Source: an optimization exercise on an open RTL-to-GDS flow (aim: small area). Production flows keep margins and buffers that such runs may drop. In this exercise RTL edits were held to simulation tests only and were not proved equivalent to the original. Power figures rest on the tool's default switching activity, not on a simulated workload.

==> flow/design.v <==
`default_nettype none
module led_fa(input a, input b, input c, output s, output co);
	assign s = a ^ b ^ c;
	assign co = (a & b) | (c & (a ^ b));
endmodule
module led_ha(input a, input b, output s, output co);
	assign s = a ^ b;
	assign co = a & b;
endmodule
module led_slice #(parameter U0 = 0) (    
	input clk,
	input rot,
	input rotn,    
	input run,
	input runn,    
	input l,
	input cu_i,
	input cdn_i,
	output cu_o,
	output cdn_o
);
	reg u, dn, zn;
	wire su, sdn;
	generate if (U0) begin : h
		led_ha fu (u, l, su, cu_o);
	end else begin : f
		led_fa fu (u, l, cu_i, su, cu_o);
	end endgenerate
	led_fa fd (dn, l, cdn_i, sdn, cdn_o);
	always @(posedge clk) begin
		u <= ~rotn & ~zn | run & su;
		dn <= (~rot | ~su) & (runn | sdn);
		zn <= (rotn | sdn) & (runn | zn);
	end
endmodule
module rgb_led(
	input  clk,
	input  rst,
	input  tick,
	output [10:0] ledc,
	output [2:0] leda
);
	reg rst_d, tick_d;
	always @(posedge clk) begin
		rst_d <= rst;
		tick_d <= tick;
	end
	reg [16:0] g0;
	reg [16:8] g1;
	reg g1z;
	reg lapped0, lapped1, wrap1;
	reg [1:0] laps0, laps1;
	wire wrap0 = ~rst & tick & g0[16];
	always @(posedge clk) begin
		g0 <= rst ? 17'd0 : ~tick ? g0 : g0[16] ? 17'd0 : g0 + 17'd1;
		g1 <= g0[16:8];
		g1z <= ~|g0[15:0];
		lapped0 <= ~rst & (lapped0 | wrap0);
		laps0 <= rst ? 2'd0 : ~wrap0 ? laps0 : (laps0 == 2'd2) ? 2'd0 : laps0 + 2'd1;
		lapped1 <= lapped0;
		laps1 <= laps0;
		wrap1 <= wrap0;
	end
	wire [2:0] iu [0:10];
	wire [2:0] id [0:10];
	wire [10:0] cu, cd;
	localparam [11*17-1:0] SOFFS = {17'd47661, 17'd29788, 17'd11915, 17'd59577, 17'd41704, 17'd23830, 17'd5957, 17'd53619, 17'd35746, 17'd17873, 17'd0};
	localparam [11*2-1:0] SSTARTS = {2'd2, 2'd2, 2'd2, 2'd1, 2'd1, 2'd1, 2'd1, 2'd0, 2'd0, 2'd0, 2'd0};
	genvar i, j;
	generate for (i = 0; i < 11; i = i + 1) begin : ledcyc
		localparam [16:0] SOFFSET = SOFFS[17*i +: 17];
		localparam [1:0] SSTART = SSTARTS[2*i +: 2];
		localparam LO = 8;
		localparam HI = 16 - LO;
		localparam [16:0] LAST = 17'd65536 - SOFFSET;    
		localparam [15:0] K1 = SOFFSET;                   
		localparam [15:0] K2 = SOFFSET - 1;               
		reg w0, w1;
		wire done0 = (g0 == LAST);     
		always @(posedge clk) begin
			if (rst) begin
				w0 <= 1'b0;
			end else if (tick) begin
				if (done0) begin
					w0 <= (SOFFSET != 0);
				end else if (g0[16]) begin
					w0 <= 1'b0;
				end
			end
			w1 <= w0;
		end
		wire first0 = ~lapped0 & ~w0;
		wire first1 = ~lapped1 & ~w1;
		localparam [1:0] P0 = SSTART;
		localparam [1:0] P1 = SSTART == 2'd2 ? 2'd0 : SSTART + 2'd1;
		localparam [1:0] P2 = SSTART == 2'd0 ? 2'd2 : SSTART - 2'd1;
		wire [1:0] ph =     
			laps1 == 2'd0 ? (w1 ? P1 : P0) :
			laps1 == 2'd1 ? (w1 ? P2 : P1) : (w1 ? P0 : P2);
		wire [15:0] k0 = {16{~first0}} & (w0 ? K2 : K1);
		wire [15:0] k1 = {16{~first1}} & (w1 ? K2 : K1);
		wire [16:0] cl;
		wire [15:0] lv;
		wire [LO:0] lv0;
		reg l_mid, cl_mid;
		assign cl[0] = 1'b0;
		for (j = 0; j < 16; j = j + 1) begin : gl
			wire ga = j <= LO ? g0[j] : g1[j];
			wire kb = j <= LO ? k0[j] : k1[j];
			wire ci = j == LO + 1 ? cl_mid : cl[j];
			wire s;
			if (SOFFSET == 0) begin : z
				assign s = ga;
				assign cl[j+1] = 1'b0;
			end else if (j == 0) begin : b0
				if (K1[0] | (K2[0] & (SOFFSET != 0))) begin : h
					led_ha ha (ga, kb, s, cl[j+1]);
				end else begin : w
					assign s = ga;
					assign cl[j+1] = 1'b0;
				end
			end else if (K1[j] | (K2[j] & (SOFFSET != 0))) begin : f
				led_fa fa (ga, kb, ci, s, cl[j+1]);
			end else begin : h
				led_ha ha (ga, ci, s, cl[j+1]);
			end
			if (j <= LO) begin : lo
				assign lv0[j] = s;
				if (j < LO) begin : lo2
					assign lv[j] = s;
				end else begin : mid
					assign lv[j] = l_mid;
				end
			end else begin : hi
				assign lv[j] = s;
			end
		end
		wire chg_n = ~rst & tick & done0;        
		wire chg = SOFFSET == 0 ? wrap1 : w0 & ~w1;     
		wire lo_rot = ~rst & chg_n;
		wire lo_run = ~rst & ~chg_n;
		wire hi_rot = ~rst_d & chg;
		wire hi_run = ~rst_d & ~chg;
		wire [16:0] cuc, cdc;     
		reg cu_mid, cd_mid;
		assign cuc[0] = 1'b0;
		assign cdc[0] = ~first0;     
		for (j = 0; j < 16; j = j + 1) begin : gs
			if (j < LO) begin : lo
				led_slice #(.U0(j == 0)) sl (clk, lo_rot, ~lo_rot, lo_run, ~lo_run, lv[j],
					cuc[j], cdc[j], cuc[j+1], cdc[j+1]);
			end else begin : hi
				led_slice sl (clk, hi_rot, ~hi_rot, hi_run, ~hi_run, lv[j],
					j == LO ? cu_mid : cuc[j], j == LO ? cd_mid : cdc[j],
					cuc[j+1], cdc[j+1]);
			end
		end
		always @(posedge clk) begin
			l_mid <= lv0[LO];
			cl_mid <= cl[LO+1];
			cu_mid <= cuc[LO];
			cd_mid <= cdc[LO];
		end
		assign cu[i] = cuc[16];
		assign cd[i] = ~cdc[16];
		wire zf = first1 & g1z;
		assign iu[i] = {ph == 2'd0, ph == 2'd2, ph == 2'd1};
		assign id[i] = {ph == 2'd1, ph == 2'd0, ph == 2'd2} & {3{~zf}};
	end endgenerate
	reg [9:0] timer;
	reg [1:0] col;
	wire t0 = ~|timer[8:0];
	wire tz = t0 & ~timer[9];
	always @(posedge clk) begin
		if (rst) begin
			timer <= 0;
			col <= 2'd3;
		end else begin
			timer <= {timer[8:0], timer[9] ^ timer[6] ^ t0};
			case (col)
				2'd3: col <= 2'd0;
				2'd0: if (tz) col <= 2'd1;
				2'd1: if (tz) col <= 2'd2;
				default: if (tz) col <= 2'd0;
			endcase
		end
	end
	wire [2:0] leda_w = {col == 2'd2, col == 2'd1, col[1] == col[0]};
	localparam R = 0, G = 1, B = 2;
	localparam [21:0] MAP0 = {2'd1, 2'd1, 2'd0, 2'd0, 2'd2, 2'd2, 2'd1, 2'd2, 2'd1, 2'd2, 2'd1};
	localparam [21:0] MAP1 = {2'd0, 2'd0, 2'd1, 2'd1, 2'd0, 2'd0, 2'd0, 2'd0, 2'd0, 2'd0, 2'd0};
	localparam [21:0] MAP2 = {2'd2, 2'd2, 2'd2, 2'd2, 2'd1, 2'd1, 2'd2, 2'd1, 2'd2, 2'd1, 2'd2};
	reg [10:0] led_out_latch;
	wire [10:0] latch_n;
	generate for (i = 0; i < 11; i = i + 1) begin : gled
		wire [2:0] u = iu[i];
		wire [2:0] d = id[i];
		wire su = leda_w[0] & u[MAP0[2*i +: 2]] | leda_w[1] & u[MAP1[2*i +: 2]] | leda_w[2] & u[MAP2[2*i +: 2]];
		wire sd = leda_w[0] & d[MAP0[2*i +: 2]] | leda_w[1] & d[MAP1[2*i +: 2]] | leda_w[2] & d[MAP2[2*i +: 2]];
		wire su_r = su & ~rst, sd_r = sd & ~rst, one = rst_d & ~rst;
		assign latch_n[i] = su_r & cu[i] | sd_r & cd[i] | one;
	end endgenerate
	always @(posedge clk)
		led_out_latch <= latch_n;
	assign ledc = led_out_latch;
	assign leda = leda_w;
endmodule  
==> flow/config.mk <==
export PLATFORM = sky130hd
export DESIGN_NAME = rgb_led
export DESIGN_NICKNAME = rgb_led
export VERILOG_FILES = /design/flow/design.v
export SDC_FILE = /design/flow/constraint.sdc
export NUM_CORES = 4
export LEC_CHECK = 0
export CAP_MARGIN = 20
export CORE_MARGIN = 2
export CORE_UTILIZATION = 72
export CTS_BUF_LIST = sky130_fd_sc_hd__clkbuf_8
export CTS_CLUSTER_DIAMETER = 70
export CTS_CLUSTER_SIZE = 16
export GPL_TIMING_DRIVEN = 0
export PLACE_DENSITY = 0.8
export SLEW_MARGIN = 20
export SYNTH_HIERARCHICAL = 1
export SYNTH_MINIMUM_KEEP_SIZE = 0
==> flow/constraint.sdc <==
create_clock -name core_clock -period 5.0 [get_ports {clk}]
set_input_delay 1.0000 -clock core_clock [delete_from_list [all_inputs] [get_ports {clk}]]
set_output_delay 1.0000 -clock core_clock [all_outputs]
set_load 0.01 [all_outputs]
run.sh (not shown) runs the stock make flow with config.mk's settings and CLKGATE_MAP_FILE= SYNTH_SCRIPT=/design/flow/synth_recipe.tcl, a recipe that flattens the netlist after the stock synthesis.
The first run ran to the end with no violations.
==> next run, changes <==
--- a/flow/design.v
+++ b/flow/design.v
@@ -47,20 +47,12 @@
 	end
 	reg [16:0] g0;
 	reg [16:8] g1;
 	reg g1z;
-	reg lapped0, lapped1, wrap1;
-	reg [1:0] laps0, laps1;
-	wire wrap0 = ~rst & tick & g0[16];
 	always @(posedge clk) begin
 		g0 <= rst ? 17'd0 : ~tick ? g0 : g0[16] ? 17'd0 : g0 + 17'd1;
 		g1 <= g0[16:8];
 		g1z <= ~|g0[15:0];
-		lapped0 <= ~rst & (lapped0 | wrap0);
-		laps0 <= rst ? 2'd0 : ~wrap0 ? laps0 : (laps0 == 2'd2) ? 2'd0 : laps0 + 2'd1;
-		lapped1 <= lapped0;
-		laps1 <= laps0;
-		wrap1 <= wrap0;
 	end
 	wire [2:0] iu [0:10];
 	wire [2:0] id [0:10];
 	wire [10:0] cu, cd;
@@ -74,30 +66,32 @@
 		localparam HI = 16 - LO;
 		localparam [16:0] LAST = 17'd65536 - SOFFSET;    
 		localparam [15:0] K1 = SOFFSET;                   
 		localparam [15:0] K2 = SOFFSET - 1;               
-		reg w0, w1;
-		wire done0 = (g0 == LAST);     
+		reg first0, w0, first1, w1;
+		reg [1:0] ph;
+		reg done;
+		wire done0 = (g0 == LAST);
 		always @(posedge clk) begin
 			if (rst) begin
+				first0 <= 1'b1;
 				w0 <= 1'b0;
 			end else if (tick) begin
 				if (done0) begin
+					first0 <= 1'b0;
 					w0 <= (SOFFSET != 0);
 				end else if (g0[16]) begin
 					w0 <= 1'b0;
 				end
 			end
+			first1 <= first0;
 			w1 <= w0;
+			done <= done0;
+			if (rst_d)
+				ph <= SSTART;
+			else if (tick_d & done)
+				ph <= (ph == 2'd2) ? 2'd0 : ph + 2'd1;
 		end
-		wire first0 = ~lapped0 & ~w0;
-		wire first1 = ~lapped1 & ~w1;
-		localparam [1:0] P0 = SSTART;
-		localparam [1:0] P1 = SSTART == 2'd2 ? 2'd0 : SSTART + 2'd1;
-		localparam [1:0] P2 = SSTART == 2'd0 ? 2'd2 : SSTART - 2'd1;
-		wire [1:0] ph =     
-			laps1 == 2'd0 ? (w1 ? P1 : P0) :
-			laps1 == 2'd1 ? (w1 ? P2 : P1) : (w1 ? P0 : P2);
 		wire [15:0] k0 = {16{~first0}} & (w0 ? K2 : K1);
 		wire [15:0] k1 = {16{~first1}} & (w1 ? K2 : K1);
 		wire [16:0] cl;
 		wire [15:0] lv;
@@ -135,9 +129,9 @@
 				assign lv[j] = s;
 			end
 		end
 		wire chg_n = ~rst & tick & done0;        
-		wire chg = SOFFSET == 0 ? wrap1 : w0 & ~w1;     
+		wire chg = ~rst_d & tick_d & done;       
 		wire lo_rot = ~rst & chg_n;
 		wire lo_run = ~rst & ~chg_n;
 		wire hi_rot = ~rst_d & chg;
 		wire hi_run = ~rst_d & ~chg;
@@ -168,21 +162,19 @@
 		assign id[i] = {ph == 2'd1, ph == 2'd0, ph == 2'd2} & {3{~zf}};
 	end endgenerate
 	reg [9:0] timer;
 	reg [1:0] col;
-	wire t0 = ~|timer[8:0];
-	wire tz = t0 & ~timer[9];
 	always @(posedge clk) begin
 		if (rst) begin
 			timer <= 0;
 			col <= 2'd3;
 		end else begin
-			timer <= {timer[8:0], timer[9] ^ timer[6] ^ t0};
+			timer <= timer + 1'b1;
 			case (col)
 				2'd3: col <= 2'd0;
-				2'd0: if (tz) col <= 2'd1;
-				2'd1: if (tz) col <= 2'd2;
-				default: if (tz) col <= 2'd0;
+				2'd0: if (timer == 0) col <= 2'd1;
+				2'd1: if (timer == 0) col <= 2'd2;
+				default: if (timer == 0) col <= 2'd0;
 			endcase
 		end
 	end
 	wire [2:0] leda_w = {col == 2'd2, col == 2'd1, col[1] == col[0]};
=>
- The new run finished clean
- power grows by 8.3%
- worst hold slack improves by 0.010 ns
- global-route usage shrinks by 0.50 points
- sequential power grows by 7.9%
- fmax grows by 1.4%
- synthesized cell count grows by 1.1%
- cell area grows by 1.9%
- cell count grows by 0.77%
- setup slack improves by 0.068 ns
- area after synthesis grows by 2.3%

port drivers added, routing unchanged:
How much do the figures lean on ideal ports? The routed layouts below were timed once more, with nothing changed but the port constraints. Step 1 assumes that a clkbuf_16 drives the clock port and a buf_2 every other input. Step 2 also shifts input and output timing later by t, the mid clock arrival at the registers, as if the neighbouring blocks saw the same clock. a / b / c = ideal ports / drivers / drivers and shift; a / b = the first two.
| run | shift t [ns] | setup slack, ns | worst setup path at the end | worst data-port slew with drivers (ns) |
|---|---|---|---|---|
| the first run | 0.714 | 0.123 / 0.123 / 0.123 | register to register | 0.06 |
| the second run | 0.715 | 0.191 / 0.191 / 0.191 | register to register | 0.03 |
After both steps setup and hold are still met in every run listed.
